From an optimization exercise on the open Yosys and OpenROAD flow, aimed at small area; shortcuts taken in it are not production practice. Only simulation tests tie the RTL to the original design; equivalence was not proved.

## flow/design.v (module list and top-level ports; edited modules follow where they fit)
// module layer_1: 1213 lines
module layer_1(
  input clk,
  input reset,
  input in_valid,
  input [7:0] pxl_in,
  output [8:0] pool_out,
  output out_valid
);
  // ...
==> flow/run.sh <==
#!/bin/bash
# synth_recipe.tcl (not shown) runs the flow's synth.tcl, then flattens the netlist and writes it again
# the make line also repeats each setting of config.mk as NAME=value (left out here)
make -C /OpenROAD-flow-scripts/flow DESIGN_CONFIG=/design/flow/config.mk WORK_HOME=/design/flow/orfs CLKGATE_MAP_FILE= SYNTH_SCRIPT=/design/flow/synth_recipe.tcl finish
==> flow/config.mk <==
export PLATFORM = sky130hd
export DESIGN_NAME = layer_1
export DESIGN_NICKNAME = layer_1
export VERILOG_FILES = /design/flow/design.v
export SDC_FILE = /design/flow/constraint.sdc
export NUM_CORES = 4
export LEC_CHECK = 0
export CAP_MARGIN = 20
export CORE_MARGIN = 2
export CORE_UTILIZATION = 40
export SLEW_MARGIN = 20
==> flow/constraint.sdc <==
create_clock -name core_clock -period 12.0 [get_ports {clk}]
set_input_delay 2.4000 -clock core_clock [delete_from_list [all_inputs] [get_ports {clk}]]
set_output_delay 2.4000 -clock core_clock [all_outputs]
set_load 0.01 [all_outputs]
==> metrics.yaml, run 1 <==
inv_count: 546
regMostFlops: "sh"
drt_wl_total_um: 110000
n_sequential_cell: 1234
antenna_left: 0
postLayoutCoreUtil_pct: 45.6
stdcell_area_um2: 58000
grt_setup_unrepaired: "false"
ff_latch_area_um2: 36600
crit_type: "reg2reg"
synth_area_um2: 51300
r2r-end: "a_r[16]"
ys.flop_type: "edfxtp_1"
status: "complete, no violations"
ctsRootBufferMaster: "clkbuf_16"
setup_slack_ns: 1.71
async_flop_share_pct: 1.13
taps: 1662
synth_top_cells_by_area: "edfxtp_1 69%, fa_1 20%, inv_1 4.0%"
met3_usage_pct: 3.25
tightest_slew_ns: 1.22
tritoncts: "done"
synthDistinctLibCells: 43
initialDrtViolationCount: 2037
critPathCapture: "a_r[16]"
antennaDiodeCount: 0
synth_area_per_cell_um2: 19.9
final_cell_mix: "1184 x edfxtp_1, 546 x inv_1, 512 x fa_1, 134 x clkbuf_16, 83 x ha_1"
cts.path.max_buffers: 3
==> run 2, diff against run 1 <==
--- a/flow/config.mk
+++ b/flow/config.mk
@@ -8,4 +8,6 @@
 export CAP_MARGIN = 20
 export CORE_MARGIN = 2
 export CORE_UTILIZATION = 40
+export CTS_BUF_LIST = sky130_fd_sc_hd__clkbuf_8
+export CTS_CLUSTER_SIZE = 30
 export SLEW_MARGIN = 20
==> run 2 against run 1 <==
Effect of this change: cell area is 0.42% lower; global-route usage is 0.086 points higher; critical endpoint unchanged; still clean; maximum frequency is 0.24% lower; largest cell class unchanged.
==> metrics.yaml, run 2 <==
synth_top_area_share_pct: 69.3  # unchanged
period_needed_ns: 10.31  # was 10.29 ns
clock_skew_ns: 0.0644  # was 0.0341 ns
numPortBuffers: 19  # unchanged
cp_data_arrival_time_ns: 11.15  # was 10.98 ns
drive_above_1_share_pct: 9.91  # was 7.96%
endpoint_kind: "register"  # unchanged
status: "complete, no violations"  # unchanged
min-delay-start: "nz1"  # unchanged
r2r_start: "sh[776]"  # unchanged
met1_usage_pct: 24.5  # about the same
yosysTopAreaCell: "edfxtp_1"  # unchanged
holdWs_ns: 0.310  # was 0.324 ns
max_freq_mhz: 97.0  # was 97.2 MHz
slew_headroom_pct: 17.9  # was 18.0%
vias_per_cell: 4.66  # was 4.72
drv_slew: 0  # unchanged
cts_buffers: 200  # was 133
vias: 21600  # was 21200
insertion_delay_ns: 0.92  # was 0.77 ns
holdBufCountCts: 0  # unchanged
synth_area_um2: 51300  # unchanged
hpwlAfterDp_um: 78700  # unchanged
track_usage_pct: 17.5  # was 17.4%
yosysMostFrequentCell: "edfxtp_1"  # unchanged
crit_fanout: 5  # unchanged
slowest_delay_ns: 0.58  # was 0.57 ns
r2r_slack_ns: 1.69  # was 1.71 ns
ys.flop_type: "edfxtp_1"  # unchanged
overflow: 0  # unchanged
drc_errors: 0  # unchanged
grt_pass1_vias: 23800  # was 23300
tightest_slew_ns: 1.22  # about the same
synth_edf_count: 1184  # unchanged
largest_reg_flops: 1064  # unchanged
yosys_register_bits: 1234  # unchanged
postCtsSetupRepairBufs: 0  # unchanged
htree_levels: 4  # unchanged
final_cell_mix: "1184 x edfxtp_1, 603 x inv_1, 512 x fa_1, 204 x clkbuf_8, 83 x ha_1"  # was 1184 x edfxtp_1, 546 x inv_1, 512 x fa_1, 134 x clkbuf_16, 83 x ha_1
synth_nets: 3183  # unchanged
clk_pin_slew_ns: 0.07  # was 0.06 ns
firstDrtPassIters: 5  # unchanged
synth_top_cells_by_area: "edfxtp_1 69%, fa_1 20%, inv_1 4.0%"  # unchanged
grt_pass1_wl_um: 163000  # was 162000 µm
cp.required_ns: 12.84  # was 12.69 ns
gr-usage-met2_pct: 27.9  # was 27.8%
crit_slowest_cell: "fa_1"  # unchanged
wl_per_cell_um: 24.0  # was 24.5 µm
io_pins: 21  # unchanged
yosysSeqAreaShare_pct: 71.4  # unchanged
cts.path.max_buffers: 3  # unchanged
clock-sinks: 1234  # unchanged
tns_ns: 0  # unchanged
worstSetupStartpoint: "sh[776]"  # unchanged
syn_inst: 2577  # unchanged
max_cap_viol_count: 0  # unchanged
tritoncts: "done"  # unchanged
grt_max_degree: 175  # unchanged
grt-busiest-layer: "met2"  # unchanged
async_flop_share_pct: 1.13  # unchanged
final_common_cell: "edfxtp_1"  # unchanged
finalHoldViolCount: 0  # unchanged
regMostFlops: "sh"  # unchanged
final_nets: 3405  # was 3337
start_util_pct: 40.3  # unchanged
initialDrtViolationCount: 1856  # was 2037
path_common_cell: "fa_1"  # unchanged
hold_end: "nz2"  # unchanged
crit_type: "reg2reg"  # unchanged
grt_setup_unrepaired: "false"  # unchanged
areaGrowthSynthToFinish_pct: 12.7  # was 13.2%
synthTopCellsByCount: "1184 x edfxtp_1, 546 x inv_1, 512 x fa_1, 83 x ha_1, 50 x nor4_1"  # unchanged
worstHoldPathCells: 0  # unchanged
hold_class: "reg2reg"  # unchanged
place_congestion: 0.941  # unchanged
die_area_um2: 131000  # unchanged
antenna_found_initial: 5  # was 4
postLayoutCoreUtil_pct: 45.4  # was 45.6%
antenna_left: 0  # unchanged
start_kind: "register"  # unchanged
fp-row-count: 131  # unchanged
setup_violations: 0  # unchanged
ctsRootBufferMaster: "clkbuf_8"  # was clkbuf_16
reg.largest.list: "sh x1064, pb x112, a_r x18"  # unchanged
ys_warn_count: 1  # unchanged
drt_wl_total_um: 111000  # was 110000 µm
r2r-end: "a_r[16]"  # unchanged
synthDistinctLibCells: 43  # unchanged
core_area_um2: 127000  # unchanged
die_h_um: 362  # unchanged
die_w_um: 362  # unchanged
ff2ff_path_depth: 28  # unchanged
synth_area_per_cell_um2: 19.9  # unchanged
fin_crit_sh_pct: 85.9  # was 85.7%
ctsResizeCount: 0  # unchanged
met3_usage_pct: 3.43  # was 3.25%
run 2: cell count changes in the layout (fill, tap and decap cells not counted), sizes merged:
cell,change
inv,+60
clkbuf,+46
clkinv,+22
clkinvlp,-11
bufinv,+8
diode,+3
buf,+1
run 2: cell families after synthesis:
logic type / synth area share (%)
AO/OA/AOI/OAI: 0.537
XOR/XNOR: 0.327
adder cells (fa/ha/maj): 22.0
buffers and inverters: 4.17
flip-flops: 71.4
multiplexers: 0.215
other: 0.00731
AND/OR/NAND/NOR: 1.31
run 2: per-stage QoR:
| step | area (µm²) | cells | worst slack (ns) |
|---|---|---|---|
| floorplan | 51300 | 2577 | 2.38 |
| global placement | 53600 | 4257 | 1.63 |
| detailed placement | 53600 | 4257 | 1.63 |
| CTS | 57700 | 4626 | 1.61 |
| global route | 57800 | 4630 | 1.34 |
| finish | 57800 | 4631 | 1.69 |
run 2: how the worst max path moves through the flow:
stage | end | cells past startpoint
floorplan | a_r[16] | 27
global placement | a_r[16] | 28
detailed placement | a_r[16] | 28
CTS | a_r[16] | 28
global route | a_r[16] | 28
finish | a_r[16] | 28
run 2: per-layer routing:
metal / routed length [µm] / part of all wire, %
met5: 0 / 0
met4: 2480 / 2.2
met3: 4710 / 4.2
met2: 53400 / 48
met1: 50600 / 45
run 2: cell type report:
cell class	instances	area, µm²
Fill cell	10800	69600
Sequential cell	1234	36600
Multi-Input combinational cell	783	12500
Clock buffer	204	2810
Tap cell	1662	2080
Inverter	546	2050
Clock inverter	165	1310
Timing Repair Buffer	34	390
Antenna cell	3	7.51
run 2: worst max-delay path: cells and delay by family (launching register included):
family,cells,cell delay [ns]
fa+ha+maj,22,9.27
flops,1,0.52
buf+inv,6,0.46
==> run 3, diff against run 2 <==
--- a/flow/config.mk
+++ b/flow/config.mk
@@ -8,6 +8,6 @@
 export CAP_MARGIN = 20
 export CORE_MARGIN = 2
 export CORE_UTILIZATION = 40
-export CTS_BUF_LIST = sky130_fd_sc_hd__clkbuf_8
+export CTS_CLUSTER_DIAMETER = 100
 export CTS_CLUSTER_SIZE = 30
 export SLEW_MARGIN = 20
==> run 3 against run 2 <==
Effect of this change: register-to-register slack better by 0.05 ns; hold slack better by 0.027 ns; global-route usage is 0.71 points lower; critical path depth did not move; cell area shrank 4.2%; clock skew down 0.036 ns; wire length decreased by 3.2%; flip-flop and latch count unchanged; highest routed layer is now met5; still clean on timing, DRC and antenna.
==> metrics.yaml, run 3 <==
antenna_found_initial: 3  # was 5
initialDrtViolationCount: 1823  # was 1856
die_h_um: 362  # unchanged
finalHoldViolCount: 0  # unchanged
ff_latch_area_um2: 36600  # unchanged
final_common_cell: "edfxtp_1"  # unchanged
period_needed_ns: 10.27  # was 10.31 ns
fill_cells: 10900  # was 10800
crit_slowest_cell: "fa_1"  # unchanged
wl_per_cell_um: 24.8  # was 24.0 µm
clk_pin_slew_ns: 0.11  # was 0.07 ns
areaGrowthSynthToFinish_pct: 8.01  # was 12.7%
cts.path.max_buffers: 3  # unchanged
synth_top_family_by_area: "adder cells"  # unchanged
grt_pass1_wl_um: 158000  # was 163000 µm
regMostFlops: "sh"  # unchanged
yosysTopAreaCell: "edfxtp_1"  # unchanged
ys_warn_count: 1  # unchanged
synth_top_cells_by_area: "edfxtp_1 69%, fa_1 20%, inv_1 4.0%"  # unchanged
max_freq_mhz: 97.4  # was 97.0 MHz
r2r-end: "a_r[16]"  # unchanged
place_congestion: 0.941  # unchanged
slowest_delay_ns: 0.57  # was 0.58 ns
grt_max_degree: 175  # unchanged
track_usage_pct: 16.8  # was 17.5%
insertion_delay_ns: 0.70  # was 0.92 ns
endpoint_kind: "register"  # unchanged
path_common_cell: "fa_1"  # unchanged
grt_pass1_vias: 22300  # was 23800
synth_nets: 3183  # unchanged
vias: 20600  # was 21600
cp.required_ns: 12.64  # was 12.84 ns
start_kind: "register"  # unchanged
slew_headroom_pct: 30.2  # was 17.9%
multi_input_area_um2: 12500  # unchanged
drc_errors: 0  # unchanged
r2r_start: "sh[776]"  # unchanged
grt_setup_unrepaired: "false"  # unchanged
antenna_left: 0  # unchanged
yosys_register_bits: 1234  # unchanged
overflow: 0  # unchanged
cts_buffers: 54  # was 200
holdBufCountCts: 0  # unchanged
synthTopCellsByCount: "1184 x edfxtp_1, 546 x inv_1, 512 x fa_1, 83 x ha_1, 50 x nor4_1"  # unchanged
r2r_slack_ns: 1.73  # was 1.69 ns
tritoncts: "done"  # unchanged
worstSetupStartpoint: "sh[776]"  # unchanged
reg.largest.list: "sh x1064, pb x112, a_r x18"  # unchanged
drive_above_1_share_pct: 4.15  # was 9.91%
die_w_um: 362  # unchanged
synthSimpleGateAreaFrac_pct: 1.31  # unchanged
ys.flop_type: "edfxtp_1"  # unchanged
fin_crit_sh_pct: 85.6  # was 85.9%
min-delay-start: "yo0"  # was nz1
setup_violations: 0  # unchanged
holdWs_ns: 0.337  # was 0.310 ns
synth_edf_count: 1184  # unchanged
numPortBuffers: 19  # unchanged
clock_skew_ns: 0.0283  # was 0.0644 ns
synth_compound_area_share_pct: 0.537  # unchanged
final_nets: 3259  # was 3405
synthMuxAreaShare_pct: 0.215  # unchanged
hold_end: "yo1"  # was nz2
max_cap_viol_count: 0  # unchanged
tightest_slew_ns: 1.04  # was 1.22 ns
drt_wl_total_um: 108000  # was 111000 µm
yosysMostFrequentCell: "edfxtp_1"  # unchanged
fp-row-count: 131  # unchanged
yosysSeqAreaShare_pct: 71.4  # unchanged
largest_reg_flops: 1064  # unchanged
crit_type: "reg2reg"  # unchanged
synth_top_area_share_pct: 69.3  # unchanged
worstHoldPathCells: 0  # unchanged
clock-sinks: 1234  # unchanged
final_cell_mix: "1184 x edfxtp_1, 546 x inv_1, 512 x fa_1, 83 x ha_1, 56 x clkbuf_16"  # was 1184 x edfxtp_1, 603 x inv_1, 512 x fa_1, 204 x clkbuf_8, 83 x ha_1
ff2ff_path_depth: 28  # unchanged
synth_fa_ha_area_share_pct: 22.0  # unchanged
hold_class: "reg2reg"  # unchanged
postCtsSetupRepairBufs: 0  # unchanged
async_flop_share_pct: 1.13  # unchanged
status: "complete, no violations"  # unchanged
hpwlAfterDp_um: 78700  # unchanged
firstDrtPassIters: 5  # unchanged
htree_levels: 2  # was 4
io_pins: 21  # unchanged
synth_area_per_cell_um2: 19.9  # unchanged
ctsRootBufferMaster: "clkbuf_16"  # was clkbuf_8
die_area_um2: 131000  # unchanged
drv_slew: 0  # unchanged
core_area_um2: 127000  # unchanged
ctsResizeCount: 0  # unchanged
synth_area_um2: 51300  # unchanged
start_util_pct: 40.3  # unchanged
tns_ns: 0  # unchanged
syn_inst: 2577  # unchanged
crit_fanout: 5  # unchanged
vias_per_cell: 4.74  # was 4.66
cp_data_arrival_time_ns: 10.91  # was 11.15 ns
synthXorXnorAreaFrac_pct: 0.327  # unchanged
synthDistinctLibCells: 43  # unchanged
[run 3: cell counts after synthesis]
No cell type changed its count.
[run 3: per-layer routing]
metal  global-route usage, %  vias to the layer above  wire (µm)
met4                    3.77                        2       2290
met5                       0                        -         11
met1                    24.1                    11300      49500
li1                        -                     8878          -
met2                    27.7                      297      52300
met3                    2.03                       97       3670
[run 3: how the worst max path moves through the flow]
stage / to / slack, ns / cells after the start
floorplan: a_r[16] / 2.38 / 27
CTS: a_r[16] / 1.62 / 28
detailed placement: a_r[16] / 1.63 / 28
global route: a_r[16] / 1.36 / 28
finish: a_r[16] / 1.73 / 28
global placement: a_r[16] / 1.63 / 28
[run 3: critical path, delay by kind of cell (launching register included)]
kind,cells,cell delay [ns]
adder cells (fa/ha/maj),22,9.24
flip-flops,1,0.52
buffers and inverters,6,0.44
[run 3: logic make-up after synthesis]
logic type	after synthesis
buffers and inverters	560
and+or+nand+nor	119
adders and majority gates	595
muxes	10
AOI/OAI and AO/OA	41
DFF	1234
xor gates and xnor gates	17
other	1
[run 3: layout make-up]
class	count	area share, %
flip-flops and latches	1234	66.1
inverters	546	3.70
clock inverters	20	0.542
clock buffers	60	2.56
diodes	2	0.00904
repair buffers	34	0.705
well taps	1662	3.75
multi-input cells	783	22.6
[run 3: per-stage QoR]
step,utilization [%],cell area (µm²),setup WS [ns],instances
2_1_floorplan,-,51300,2.38,2577
3_3_place_gp,42.1,53600,1.63,4257
3_5_place_dp,42.1,53600,1.63,4257
4_1_cts,43.5,55300,1.62,4337
5_1_grt,43.5,55400,1.36,4339
6_report,43.5,55400,1.73,4341

[separate check: timing with driven ports]
No port has a modelled driver above. Below, the same layouts with a new extraction and two added sets of constraints. Step 1, drivers: a clkbuf_16 drives clk and a buf_2 each remaining input, both assumed. Step 2 also shifts input and output timing later by t, the mid clock arrival at the registers, as if the neighbouring blocks saw the same clock. a / b / c = ideal ports / drivers / drivers and shift; a / b = the first two.
run	shift t [ns]	setup WS [ns]	worst data-port slew with drivers (ns)
run 1	0.829	1.712 / 1.712 / 1.712	0.05
run 2	0.959	1.687 / 1.687 / 1.687	0.05
run 3	0.756	1.734 / 1.734 / 1.734	0.05
After both steps every run listed still meets setup and hold.
